From an optimization exercise on the open Yosys and OpenROAD flow, aimed at small area and a short achievable clock period; shortcuts taken in it are not production practice. At most, simulation tests tie the RTL to the original design; equivalence was not proved.

## JK
==> flow/design.v (excerpt) <==
module Microprocessor(
		input clk,
		input reset,
		input [7:0] instruction,
		output reg [7:0] pc,
		output [6:0] display_low,
		output [6:0] display_high,
		output [6:0] display_op,
		output [6:0] display_rs,
		output [6:0] display_rt,
		output [6:0] display_rd,
		output [4:0] display_pc
	);
Settings: LEC_CHECK=0, CAP_MARGIN=20, CORE_MARGIN=2, CORE_UTILIZATION=40, SETUP_SLACK_MARGIN=2.5, SLEW_MARGIN=20, SYNTH_HIERARCHICAL=1, SYNTH_MINIMUM_KEEP_SIZE=0, TNS_END_PERCENT=0; clock period 5.5 ns.
run.sh (not shown) runs the stock make flow with config.mk's settings and CLKGATE_MAP_FILE= SYNTH_SCRIPT=/design/flow/synth_recipe.tcl, a recipe that flattens the netlist after the stock synthesis.
Inputs modified between JK and MS:
- a deleted SYNTH_HIERARCHICAL that had been 1
- a deleted SYNTH_MINIMUM_KEEP_SIZE that had been 0
Notes after the runs:
Looking at capture point of the worst path, the R[1][7]$_DFFE_PP0P_ result is from MS; the R[3][1]$_DFF_PP0_ one comes from JK. After detailed routing, JK needs less wire than MS. Global-route track usage on met1: MS vs JK up 6.4 points. Post-layout instance count excluding filler cells delta for MS relative to JK: 293 higher. Going from JK to MS, the die area was enlarged. Row final worst-path setup slack: MS lower / JK higher. Hold slack across JK and MS: no real change. In MS, total number of placement rows is higher than in JK.
No functional check of the RTL was part of any run of this note.

========
## build 56
Microprocessor, a different RTL version from the one above (not shown whole).
Size in the first run: about 1500 cells after synthesis, ~65 I/O pins, about 0.017 mm2 of cells after synthesis.
Settings: LEC_CHECK=0, CAP_MARGIN=20, CORE_MARGIN=2, CORE_UTILIZATION=40, CTS_CLUSTER_DIAMETER=60, CTS_CLUSTER_SIZE=30, SETUP_SLACK_MARGIN=3.5, SLEW_MARGIN=20, SYNTH_HIERARCHICAL=1, SYNTH_MINIMUM_KEEP_SIZE=0, TNS_END_PERCENT=0; clock period 5.5 ns.
standard.sh (not shown) runs the stock make flow with config.mk's settings and CLKGATE_MAP_FILE= SYNTH_SCRIPT=/design/flow/synth_recipe.tcl, a recipe that flattens the netlist after the stock synthesis.
==> flow/flow/run.sh <==
#!/bin/bash
# Standard layout, with the port buffers made of buf_1 cells instead of the
# cell buffer_ports picks by itself.
set -euo pipefail
export BUFFER_PORTS_ARGS="-buffer_cell sky130_fd_sc_hd__buf_1"
bash standard.sh > standard_make.log 2>&1
#### Input delta (build 60 over build 56)
Settings: SETUP_SLACK_MARGIN: 3.5 -> 3.0.
==> flow/flow/run.sh <==
#!/bin/bash
# Standard layout, with the port buffers made of buf_2 cells instead of the
# cell buffer_ports picks by itself.
set -euo pipefail
export BUFFER_PORTS_ARGS="-buffer_cell sky130_fd_sc_hd__buf_2"
bash standard.sh > standard_make.log 2>&1
- Build 60 leaves less setup margin than build 56.
- Between build 56 and build 60, the area taken by multi-input logic gates figures differ only marginally.
Input-level comparison between build 17 and build 60:
Settings: SETUP_SLACK_MARGIN now 2.5, was 3.0.
==> flow/flow/run.sh <==
#!/bin/bash
# Standard layout, with the port buffers made of buf_1 cells instead of the
# cell buffer_ports picks by itself.
set -euo pipefail
export BUFFER_PORTS_ARGS="-buffer_cell sky130_fd_sc_hd__buf_1"
bash standard.sh > standard_make.log 2>&1
Notes after the runs:
For build 17, the endpoint of the worst setup timing path was disp[2], unlike build 60, where it was R[1][4]. From build 60 to build 17 the numbers moved as follows: sequential cell count about even; non-clock buffering overhead in the final layout +0.67 points. Final core utilization in build 17 is 0.33 points above build 60. Having completed the whole flow, build 17 delivered a layout that passed the timing, DRC and antenna checks. Wire length of the first global-routing pass in build 17 is 1.2% below build 60. Time the final worst path needs with I/O delays and setup: build 60 and build 17 compared, higher one is build 17. Against build 60 as the reference, build 17 delivers a higher non-clock buffer count. Comparing build 60 and build 17, the higher number of stages on the worst setup path was measured on build 17. From build 60 to build 17 the numbers moved as follows: sequential cell area share went down 0.28 points, first-pass iteration count of the detailed router increased 1.

========
Microprocessor, a different RTL version from the one above (not shown whole).
Size: ~340 flip-flops, ~18000 sq um of cells after synthesis.
Settings: LEC_CHECK=0, CAP_MARGIN=20, CORE_MARGIN=2, CORE_UTILIZATION=40, CTS_CLUSTER_DIAMETER=60, CTS_CLUSTER_SIZE=30, SETUP_SLACK_MARGIN=2.0, SLEW_MARGIN=20, SYNTH_HIERARCHICAL=1, SYNTH_MINIMUM_KEEP_SIZE=0, TNS_END_PERCENT=0; clock period 5.5 ns.
==> flow/flow/run.sh <==
#!/bin/bash
# Standard layout, with the port buffers made of buf_1 cells instead of the
# cell buffer_ports picks by itself.
set -euo pipefail
export BUFFER_PORTS_ARGS="-buffer_cell sky130_fd_sc_hd__buf_1"
bash standard.sh > standard_make.log 2>&1
Then changed:
SETUP_SLACK_MARGIN = 3.0   (was 2.0)
What happened:
- synthesized cell count does not change
- via count came out higher by 1.5%
- clock-buffer cell count is unchanged
No run of this note included a check of the RTL's function; only the layout flow was run.

========
Another version of the RTL of Microprocessor (not shown whole).
Size in the first run: roughly 1000 cells after synthesis, roughly 340 flip-flops, roughly 0.016 sq mm of cells after synthesis.
Settings: LEC_CHECK=0, CAP_MARGIN=20, CORE_MARGIN=2, CORE_UTILIZATION=40, CTS_BUF_LIST=sky130_fd_sc_hd__clkbuf_4 sky130_fd_sc_hd__clkbuf_8, SETUP_SLACK_MARGIN=2.0, SLEW_MARGIN=20, TNS_END_PERCENT=0; clock period 5.5 ns.
run.sh (not shown) runs the stock make flow with config.mk's settings and CLKGATE_MAP_FILE= SYNTH_SCRIPT=/design/flow/synth_recipe.tcl, a recipe that flattens the netlist after the stock synthesis.
Stock flow here: none of the scripts above is used.
The baseline passed the timing, DRC and antenna checks.
Next try:
CTS_BUF_LIST = unset   (was sky130_fd_sc_hd__clkbuf_4 sky130_fd_sc_hd__clkbuf_8)
CTS_CLUSTER_DIAMETER = 80   (was unset)
CTS_CLUSTER_SIZE = 40   (was unset)
Result:
- core utilization goes down by 1.5 points
- die area does not change
- cell area goes down by 3.1%
- non-clock buffer count goes down by 3
- fmax goes down by about 2.7%
- first-iteration DRC count goes up by 0.68%
- hold slack is better by 0.0034 ns
- via count goes down by 3.3%
- synthesized cell count is unchanged
Next try:
CTS_CLUSTER_DIAMETER = unset   (was 80)
CTS_CLUSTER_SIZE = unset   (was 40)
SETUP_SLACK_MARGIN = unset   (was 2.0)
TNS_END_PERCENT = unset   (was 0)
The new run ran to the end with no violations.
Synthesized cell count stays the same.
Clock skew falls by 0.023 ns.
Global-route usage rises by 0.16 points.
Next try:
ABC_CLOCK_PERIOD_IN_PS = 3000   (was unset)
SETUP_SLACK_MARGIN = 2.5   (was unset)
=> Final cell count came out higher by 6.5%; routed wire length came out higher by 10%; sequential cell count does not change; die area does not change; maximum frequency is higher by 21%; global-route usage went up by 1.3 points.
Next try:
ABC_CLOCK_PERIOD_IN_PS = unset   (was 3000)
SETUP_SLACK_MARGIN = 1.5   (was 2.5)
TNS_END_PERCENT = 0   (was unset)
After rerunning: The new run finished clean; cell count is lower by a few percent; sequential share of layout area is higher by 5.1 points; utilization is lower by 5.3 points.
Next try:
CORE_UTILIZATION = 60   (was 40)
SETUP_SLACK_MARGIN = 2.0   (was 1.5)
Cell area shrinks by 0.76%.
Routed wire length shrinks by 6.8%.
Cell count shrinks by 11%.
Utilization grows by 23 points.
Sequential share of layout area grows by 0.40 points.
Worst hold slack stays flat.
Area after synthesis does not change.
First-iteration DRC count shrinks by 7.4%.
No run of this note included a check of the RTL's function; only the layout flow was run.

========
Another version of the RTL of Microprocessor (not shown whole).
Size in the first run: roughly 1,200 cells after synthesis, roughly 340 flip-flops, ~65 I/O pins.
Settings: LEC_CHECK=0, CAP_MARGIN=20, CORE_MARGIN=2, CORE_UTILIZATION=40, SETUP_SLACK_MARGIN=3.0, SLEW_MARGIN=20, TNS_END_PERCENT=0; clock period 5.5 ns.
==> next run, changes <==
--- a/flow/config.mk
+++ b/flow/config.mk
@@ -10,3 +10,3 @@
 export CORE_UTILIZATION = 40
-export SETUP_SLACK_MARGIN = 3.0
+export SETUP_SLACK_MARGIN = 2.0
 export SLEW_MARGIN = 20
The changed run ran to the end with no violations.
Final area stays the same.
Clock skew stays the same.
Sequential cell count is unchanged.
Function was not checked in any run of this note: the RTL went through the layout flow alone.

========
Setup of run 1:
Another version of the RTL of Microprocessor (not shown whole).
Size: about 1400 cells after synthesis, about 300 flip-flops, about 65 I/O pins, ~17000 sq um of cells after synthesis.
export LEC_CHECK = 0
export CAP_MARGIN = 20
export CORE_MARGIN = 2
export CORE_UTILIZATION = 40
export CTS_CLUSTER_DIAMETER = 60
export CTS_CLUSTER_SIZE = 30
export SETUP_SLACK_MARGIN = 3.0
export SLEW_MARGIN = 20
export SYNTH_HIERARCHICAL = 1
export SYNTH_MINIMUM_KEEP_SIZE = 0
export TNS_END_PERCENT = 2
create_clock -name core_clock -period 5.5 [get_ports {clk}]
standard.sh (not shown) runs the stock make flow with config.mk's settings and CLKGATE_MAP_FILE= SYNTH_SCRIPT=/design/flow/synth_recipe.tcl, a recipe that flattens the netlist after the stock synthesis.
Scripts as last shown in full above: flow/flow/run.sh
--- input diff run 1..run 2 ---
- changing TNS_END_PERCENT from 2 to 0
--- outcome ---
- Share of the clock period used by the worst path was higher in run 2 than in run 1.
- Run 2 vs run 1 on proportion of cell area occupied by registers: run 2 is the higher one.
- Wire length of the first global-routing pass was lower in run 2 than in run 1.
- On wire length the detailed router placed on met1, the higher figure sits with run 1, not run 2.
- Across run 2 and run 1, none had a timing, DRC or antenna violation.
### run 2 -> run 3
==> flow/flow/run.sh <==
#!/bin/bash
# Standard layout, with the port buffers made of buf_1 cells instead of the
# cell buffer_ports picks by itself, and without the delay cells (they only
# help hold, which has plenty of slack here).
set -euo pipefail
export BUFFER_PORTS_ARGS="-buffer_cell sky130_fd_sc_hd__buf_1"
export DONT_USE_CELLS="sky130_fd_sc_hd__clkdlybuf4s15_1 sky130_fd_sc_hd__clkdlybuf4s15_2 sky130_fd_sc_hd__clkdlybuf4s18_1 sky130_fd_sc_hd__clkdlybuf4s18_2 sky130_fd_sc_hd__clkdlybuf4s25_1 sky130_fd_sc_hd__clkdlybuf4s25_2 sky130_fd_sc_hd__clkdlybuf4s50_1 sky130_fd_sc_hd__clkdlybuf4s50_2 sky130_fd_sc_hd__dlygate4sd1_1 sky130_fd_sc_hd__dlygate4sd2_1 sky130_fd_sc_hd__dlygate4sd3_1 sky130_fd_sc_hd__dlymetal6s2s_1 sky130_fd_sc_hd__dlymetal6s4s_1 sky130_fd_sc_hd__dlymetal6s6s_1"
bash standard.sh > standard_make.log 2>&1
Notes after the runs:
- As far as final weighted congestion in routability-driven placement goes, run 3 and run 2 are indistinguishable; the numbers are identical.
- Final area came out exactly the same in run 3 and run 2.
- Re clock skew: no difference whatsoever between run 3 and run 2.
- Compared with run 2, in run 3 global-route congestion overflow total now sits at about the same level; setup slack closely matched the old numbers; number of buffers created by CTS level; count of flip-flops with a built-in enable after synthesis shows no meaningful change; arithmetic-cell share of the synthesized area counting full adders, half adders and majority gates held.
- Reported for run 3 and run 2, number of standard cells after synthesis turned out identical to the last digit.
- Looking at run 3 and run 2, the area growth from synthesis to final layout is a wash.

========
run A:
Starting RTL as in the previous note.
// Microprocessor
module Microprocessor(
		input clk,
		input reset,
		input [7:0] instruction,
		output reg [7:0] pc,
		output [6:0] display_low,
		output [6:0] display_high,
		output [6:0] display_op,
		output [6:0] display_rs,
		output [6:0] display_rt,
		output [6:0] display_rd,
		output [4:0] display_pc
	);
	wire [1:0] op = instruction[7:6];
	wire [1:0] rs = instruction[5:4];
	wire [1:0] rt = instruction[3:2];
	wire [1:0] rd = instruction[1:0];
	wire [1:0] ic = instruction[1:0];
	wire [7:0] imm = {{7{instruction[1]}}, instruction[0]};
	wire is_add   = op == 2'b00;
	wire is_load  = op == 2'b01;
	wire is_store = op == 2'b10;
	wire is_jump  = op == 2'b11;
	reg [7:0] R [0:3];
	reg [7:0] M [0:31];
	reg [7:0] disp;
	wire [3:0] rs_oh, rt_oh;
	Dec2 dec_rs(.x(rs), .y(rs_oh));
	Dec2 dec_rt(.x(rt), .y(rt_oh));
	wire [7:0] a, b;
	Sel4 #(8) read_a(.sel(rs_oh), .d0(R[0]), .d1(R[1]), .d2(R[2]), .d3(R[3]), .y(a));
	Sel4 #(8) read_b(.sel(rt_oh), .d0(R[0]), .d1(R[1]), .d2(R[2]), .d3(R[3]), .y(b));
	wire [7:0] sum = a + b;
	wire [7:0] ea;
	AddImm add_imm(.a(a), .ic(ic), .y(ea));
	wire [2:0] rows [0:3][0:3];
	genvar g, h;
	generate
		for (g = 0; g < 4; g = g + 1) begin : g_rows
			BankRows bank_rows(.x(R[g][4:0]), .row0(rows[g][0]), .row1(rows[g][1]),
				.row2(rows[g][2]), .row3(rows[g][3]));
		end
	endgenerate
	wire [3:0] ic_oh;
	Dec2 dec_ic(.x(ic), .y(ic_oh));
  ...
Settings: LEC_CHECK=0, CAP_MARGIN=20, CORE_MARGIN=2, CORE_UTILIZATION=40, CTS_CLUSTER_DIAMETER=60, CTS_CLUSTER_SIZE=30, SETUP_SLACK_MARGIN=3.0, SLEW_MARGIN=20, SYNTH_HIERARCHICAL=1, SYNTH_MINIMUM_KEEP_SIZE=0, TNS_END_PERCENT=0; clock period 5.5 ns.
==> flow/flow/run.sh <==
#!/bin/bash
# Standard layout, with two changes:
# - the port buffers are buf_1 cells instead of the cell buffer_ports picks;
# - the delay cells are not used (they only help hold, which has plenty of
#   slack here, and the resizer otherwise picks them as slow buffers).
# The don't-use list is the platform's own list plus the delay cells.
set -euo pipefail
export BUFFER_PORTS_ARGS="-buffer_cell sky130_fd_sc_hd__buf_1"
DONT_USE="sky130_fd_sc_hd__probe_p_8 sky130_fd_sc_hd__probec_p_8 sky130_fd_sc_hd__lpflow_bleeder_1 sky130_fd_sc_hd__lpflow_clkbufkapwr_1 sky130_fd_sc_hd__lpflow_clkbufkapwr_16 sky130_fd_sc_hd__lpflow_clkbufkapwr_2 sky130_fd_sc_hd__lpflow_clkbufkapwr_4 sky130_fd_sc_hd__lpflow_clkbufkapwr_8 sky130_fd_sc_hd__lpflow_clkinvkapwr_1 sky130_fd_sc_hd__lpflow_clkinvkapwr_16 sky130_fd_sc_hd__lpflow_clkinvkapwr_2 sky130_fd_sc_hd__lpflow_clkinvkapwr_4 sky130_fd_sc_hd__lpflow_clkinvkapwr_8 sky130_fd_sc_hd__lpflow_decapkapwr_12 sky130_fd_sc_hd__lpflow_decapkapwr_3 sky130_fd_sc_hd__lpflow_decapkapwr_4 sky130_fd_sc_hd__lpflow_decapkapwr_6 sky130_fd_sc_hd__lpflow_decapkapwr_8 sky130_fd_sc_hd__lpflow_inputiso0n_1 sky130_fd_sc_hd__lpflow_inputiso0p_1 sky130_fd_sc_hd__lpflow_inputiso1n_1 sky130_fd_sc_hd__lpflow_inputiso1p_1 sky130_fd_sc_hd__lpflow_inputisolatch_1 sky130_fd_sc_hd__lpflow_isobufsrc_1 sky130_fd_sc_hd__lpflow_isobufsrc_16 sky130_fd_sc_hd__lpflow_isobufsrc_2 sky130_fd_sc_hd__lpflow_isobufsrc_4 sky130_fd_sc_hd__lpflow_isobufsrc_8 sky130_fd_sc_hd__lpflow_isobufsrckapwr_16 sky130_fd_sc_hd__lpflow_lsbuf_lh_hl_isowell_tap_1 sky130_fd_sc_hd__lpflow_lsbuf_lh_hl_isowell_tap_2 sky130_fd_sc_hd__lpflow_lsbuf_lh_hl_isowell_tap_4 sky130_fd_sc_hd__lpflow_lsbuf_lh_isowell_4 sky130_fd_sc_hd__lpflow_lsbuf_lh_isowell_tap_1 sky130_fd_sc_hd__lpflow_lsbuf_lh_isowell_tap_2 sky130_fd_sc_hd__lpflow_lsbuf_lh_isowell_tap_4 sky130_fd_sc_hd__clkdlybuf4s15_1 sky130_fd_sc_hd__clkdlybuf4s15_2 sky130_fd_sc_hd__clkdlybuf4s18_1 sky130_fd_sc_hd__clkdlybuf4s18_2 sky130_fd_sc_hd__clkdlybuf4s25_1 sky130_fd_sc_hd__clkdlybuf4s25_2 sky130_fd_sc_hd__clkdlybuf4s50_1 sky130_fd_sc_hd__clkdlybuf4s50_2 sky130_fd_sc_hd__dlygate4sd1_1 sky130_fd_sc_hd__dlygate4sd2_1 sky130_fd_sc_hd__dlygate4sd3_1 sky130_fd_sc_hd__dlymetal6s2s_1 sky130_fd_sc_hd__dlymetal6s4s_1 sky130_fd_sc_hd__dlymetal6s6s_1"
bash standard.sh "DONT_USE_CELLS=$DONT_USE" finish > standard_make.log 2>&1
#### Input delta (run B over run A)
# run A
export LEC_CHECK = 0
export CAP_MARGIN = 20
export CORE_MARGIN = 2
export CORE_UTILIZATION = 40
export CTS_CLUSTER_DIAMETER = 60
export CTS_CLUSTER_SIZE = 30
export SETUP_SLACK_MARGIN = 3.0
export SLEW_MARGIN = 20
export SYNTH_HIERARCHICAL = 1
export SYNTH_MINIMUM_KEEP_SIZE = 0
export TNS_END_PERCENT = 0
create_clock -name core_clock -period 5.5 [get_ports {clk}]
# run B
export LEC_CHECK = 0
export CAP_MARGIN = 20
export CORE_MARGIN = 2
export CORE_UTILIZATION = 40
export CTS_CLUSTER_DIAMETER = 60
export CTS_CLUSTER_SIZE = 30
export GPL_ROUTABILITY_DRIVEN = 0
export SETUP_SLACK_MARGIN = 3.0
export SLEW_MARGIN = 20
export SYNTH_HIERARCHICAL = 1
export SYNTH_MINIMUM_KEEP_SIZE = 0
export TNS_END_PERCENT = 0
create_clock -name core_clock -period 5.5 [get_ports {clk}]
==> flow/flow/run.sh <==
#!/bin/bash
# Standard layout, with the port buffers made of buf_1 cells instead of the
# cell buffer_ports picks by itself.
set -euo pipefail
export BUFFER_PORTS_ARGS="-buffer_cell sky130_fd_sc_hd__buf_1"
bash standard.sh > standard_make.log 2>&1
--- outcome ---
- Run B finished every step from synthesis to the final layout, and the layout passed the timing, DRC and antenna checks.
- Run A ended up with sky130_fd_sc_hd__xnor2_1 as its cell at the slowest stage of the critical path; run B ended up with sky130_fd_sc_hd__a22oi_2.
- When run B is measured against run A, its post-synthesis to final-layout area growth turns out 0.47 points lower.
- Run B: global-route track usage on met1 0.33 points below run A
- In the metrics for run A and run B, the one carrying the higher final cell count is run A.
- Run B vs. run A: headroom to the max-slew limit went up by 17 points.
- Re area of the multi-input gates: run B is 0.74% down on run A.
- Higher multi-input gate share of the layout cell area among run A and run B: run A
The inputs of run C differ from those of run B as listed below.
# run B
export LEC_CHECK = 0
export CAP_MARGIN = 20
export CORE_MARGIN = 2
export CORE_UTILIZATION = 40
export CTS_CLUSTER_DIAMETER = 60
export CTS_CLUSTER_SIZE = 30
export GPL_ROUTABILITY_DRIVEN = 0
export SETUP_SLACK_MARGIN = 3.0
export SLEW_MARGIN = 20
export SYNTH_HIERARCHICAL = 1
export SYNTH_MINIMUM_KEEP_SIZE = 0
export TNS_END_PERCENT = 0
create_clock -name core_clock -period 5.5 [get_ports {clk}]
# run C
export LEC_CHECK = 0
export CAP_MARGIN = 20
export CORE_MARGIN = 2
export CORE_UTILIZATION = 40
export CTS_BUF_LIST = sky130_fd_sc_hd__clkbuf_8
export CTS_CLUSTER_DIAMETER = 50
export CTS_CLUSTER_SIZE = 25
export SETUP_SLACK_MARGIN = 3.0
export SLEW_MARGIN = 20
export SYNTH_HIERARCHICAL = 1
export SYNTH_MINIMUM_KEEP_SIZE = 0
export TNS_END_PERCENT = 0
create_clock -name core_clock -period 5.5 [get_ports {clk}]
Findings:
- Run C vs run B on final design utilization: run C is the lower one.
- Looking at maximum single-stage delay on the critical path across run C and run B, the one that comes out lower is run B.
- Between run C and run B, the routed wire length on met3 is lower for run C.
- Via count up 39 in run C wrt run B
- The all-layer global routing usage was comparable across run C and run B.
- Run C against run B: routed wire length lower; minimum clock period now sits higher; finished layout cell area now sits lower.
- Every run in the comparison, run C and run B, completed the flow with a clean layout.
Inputs modified between run C and run D:
# run C
export LEC_CHECK = 0
export CAP_MARGIN = 20
export CORE_MARGIN = 2
export CORE_UTILIZATION = 40
export CTS_BUF_LIST = sky130_fd_sc_hd__clkbuf_8
export CTS_CLUSTER_DIAMETER = 50
export CTS_CLUSTER_SIZE = 25
export SETUP_SLACK_MARGIN = 3.0
export SLEW_MARGIN = 20
export SYNTH_HIERARCHICAL = 1
export SYNTH_MINIMUM_KEEP_SIZE = 0
export TNS_END_PERCENT = 0
create_clock -name core_clock -period 5.5 [get_ports {clk}]
# run D
export LEC_CHECK = 0
export CAP_MARGIN = 20
export CORE_MARGIN = 2
export CORE_UTILIZATION = 40
export CTS_CLUSTER_DIAMETER = 60
export CTS_CLUSTER_SIZE = 30
export PLACE_DENSITY = 0.75
export SETUP_SLACK_MARGIN = 3.0
export SLEW_MARGIN = 20
export SYNTH_HIERARCHICAL = 1
export SYNTH_MINIMUM_KEEP_SIZE = 0
export TNS_END_PERCENT = 0
create_clock -name core_clock -period 5.5 [get_ports {clk}]
Run D completed end to end with timing, DRC and antenna clean. Looking at run C and run D, the total area of sequential cells is a wash. Between run C and run D, total of plain and repair buffers excluding clock buffers is higher for run D, run C comes in under that. Between run D and run C, the total cell area at the placement stage figures differ only marginally. Diff run C -> run D: routed length on met3 grew by 760 µm, number of standard cells in the final layout excluding fillers grew by 12.
The following lists how run E was set up differently from run D:
# run D
export LEC_CHECK = 0
export CAP_MARGIN = 20
export CORE_MARGIN = 2
export CORE_UTILIZATION = 40
export CTS_CLUSTER_DIAMETER = 60
export CTS_CLUSTER_SIZE = 30
export PLACE_DENSITY = 0.75
export SETUP_SLACK_MARGIN = 3.0
export SLEW_MARGIN = 20
export SYNTH_HIERARCHICAL = 1
export SYNTH_MINIMUM_KEEP_SIZE = 0
export TNS_END_PERCENT = 0
create_clock -name core_clock -period 5.5 [get_ports {clk}]
# run E
export LEC_CHECK = 0
export CAP_MARGIN = 20
export CORE_MARGIN = 2
export CORE_UTILIZATION = 40
export CTS_CLUSTER_DIAMETER = 60
export CTS_CLUSTER_SIZE = 30
export SETUP_SLACK_MARGIN = 3.0
export SLEW_MARGIN = 20
export SYNTH_HIERARCHICAL = 1
export SYNTH_MINIMUM_KEEP_SIZE = 0
export TNS_END_PERCENT = 0
create_clock -name core_clock -period 5.5 [get_ports {clk}]
==> flow/flow/run.sh <==
#!/bin/bash
# Standard layout, with two changes:
# - the port buffers are buf_1 cells instead of the cell buffer_ports picks;
# - timing repair may resize a gate to a cell of another width
#   (MATCH_CELL_FOOTPRINT=0); the platform sets 1, which keeps each resized
#   gate to cells of its own width.
set -euo pipefail
export BUFFER_PORTS_ARGS="-buffer_cell sky130_fd_sc_hd__buf_1"
bash standard.sh MATCH_CELL_FOOTPRINT=0 finish > standard_make.log 2>&1
==> summary.txt <==
Against run D, run E reports a half-perimeter wire length of the detailed placement result that is higher.
Looking at start point of the critical path, the R[1][0] result is from run E; the R[2][2] one comes from run D.
Of run E and run D, the higher minimum hold slack belongs to run D.
Taking run D as the reference, in run E final cycle utilization of the critical path decreased 0.96 points; standard cell area after detailed placement ~0 delta.

-- what the ideal ports hide --
In the flow no input, the clock included, has a driving cell. The finished layouts below were timed again as built, in two steps. Step 1 assumes that a clkbuf_16 drives the clock port and a buf_2 every other input. Step 2 times the ports against the registers' clock, not the clock port: input delays grow and output delays shrink by t, the midpoint of the rising clock arrivals with the driver on. Slacks: no drivers / after step 1 / after step 2; pairs: no drivers / after step 1.
run	shift t [ns]	setup WS [ns]	worst hold slack (ns)	worst setup path after step 2	clock arrival spread, ns
JK	0.574	1.360 / 1.370 / 0.796	0.462 / 0.462 / 0.462	input to register	0.024 / 0.025
MS	0.603	1.269 / 1.285 / 0.683	0.461 / 0.461 / 0.461	input to register	0.038 / 0.037
build 56	0.617	2.443 / 2.457 / 1.840	0.484 / 0.484 / 0.484	input to register	0.039 / 0.039
build 60	0.619	2.424 / 2.453 / 1.834	0.468 / 0.468 / 0.468	input to register	0.022 / 0.022
build 17	0.617	2.417 / 2.395 / 1.838	0.484 / 0.484 / 0.484	input to register	0.039 / 0.038
the first run of note 3	0.624	1.820 / 1.820 / 1.313	0.425 / 0.389 / 0.471	input to register	0.024 / 0.024
the second run of note 3	0.609	2.020 / 2.020 / 1.447	0.470 / 0.463 / 0.470	input to register	0.037 / 0.037
the first run of note 4	0.667	1.623 / 1.626 / 0.959	0.453 / 0.453 / 0.453	input to register	0.039 / 0.039
the second run of note 4	0.580	1.517 / 1.512 / 0.933	0.456 / 0.456 / 0.456	input to register	0.044 / 0.045
the third run of note 4	0.570	0.645 / 0.675 / 0.105	0.450 / 0.450 / 0.450	input to register	0.020 / 0.021
the fourth run of note 4	0.570	1.472 / 1.470 / 0.900	0.455 / 0.455 / 0.455	input to register	0.018 / 0.018
the fifth run of note 4	0.571	1.517 / 1.515 / 0.945	0.452 / 0.452 / 0.452	input to register	0.016 / 0.017
the sixth run of note 4	0.575	1.514 / 1.512 / 0.937	0.451 / 0.451 / 0.451	input to register	0.021 / 0.020
the first run of note 5	0.585	1.457 / 1.457 / 0.872	0.471 / 0.471 / 0.471	input to register	0.012 / 0.012
the second run of note 5	0.585	1.457 / 1.457 / 0.872	0.471 / 0.471 / 0.471	input to register	0.012 / 0.012
run 1	0.614	2.490 / 2.501 / 1.892	0.462 / 0.426 / 0.464	input to register	0.018 / 0.018
run 2	0.615	2.465 / 2.488 / 1.876	0.460 / 0.423 / 0.464	input to register	0.017 / 0.017
run 3	0.615	2.465 / 2.488 / 1.876	0.460 / 0.423 / 0.464	input to register	0.017 / 0.017
run A	0.623	2.466 / 2.461 / 1.839	0.475 / 0.461 / 0.475	input to register	0.019 / 0.019
run B	0.615	2.465 / 2.488 / 1.876	0.460 / 0.423 / 0.464	input to register	0.017 / 0.017
run C	0.617	2.458 / 2.458 / 1.872	0.446 / 0.414 / 0.466	input to register	0.032 / 0.033
run D	0.593	2.428 / 2.386 / 1.793	0.485 / 0.485 / 0.485	input to register	0.033 / 0.033
run E	0.613	2.481 / 2.481 / 1.919	0.464 / 0.427 / 0.464	input to register	0.020 / 0.020
After both steps every run listed still meets setup and hold. For the first run of note 4, which loses most, drivers alone change the setup slack by +0.003 ns; drivers and shift together by -0.664 ns.
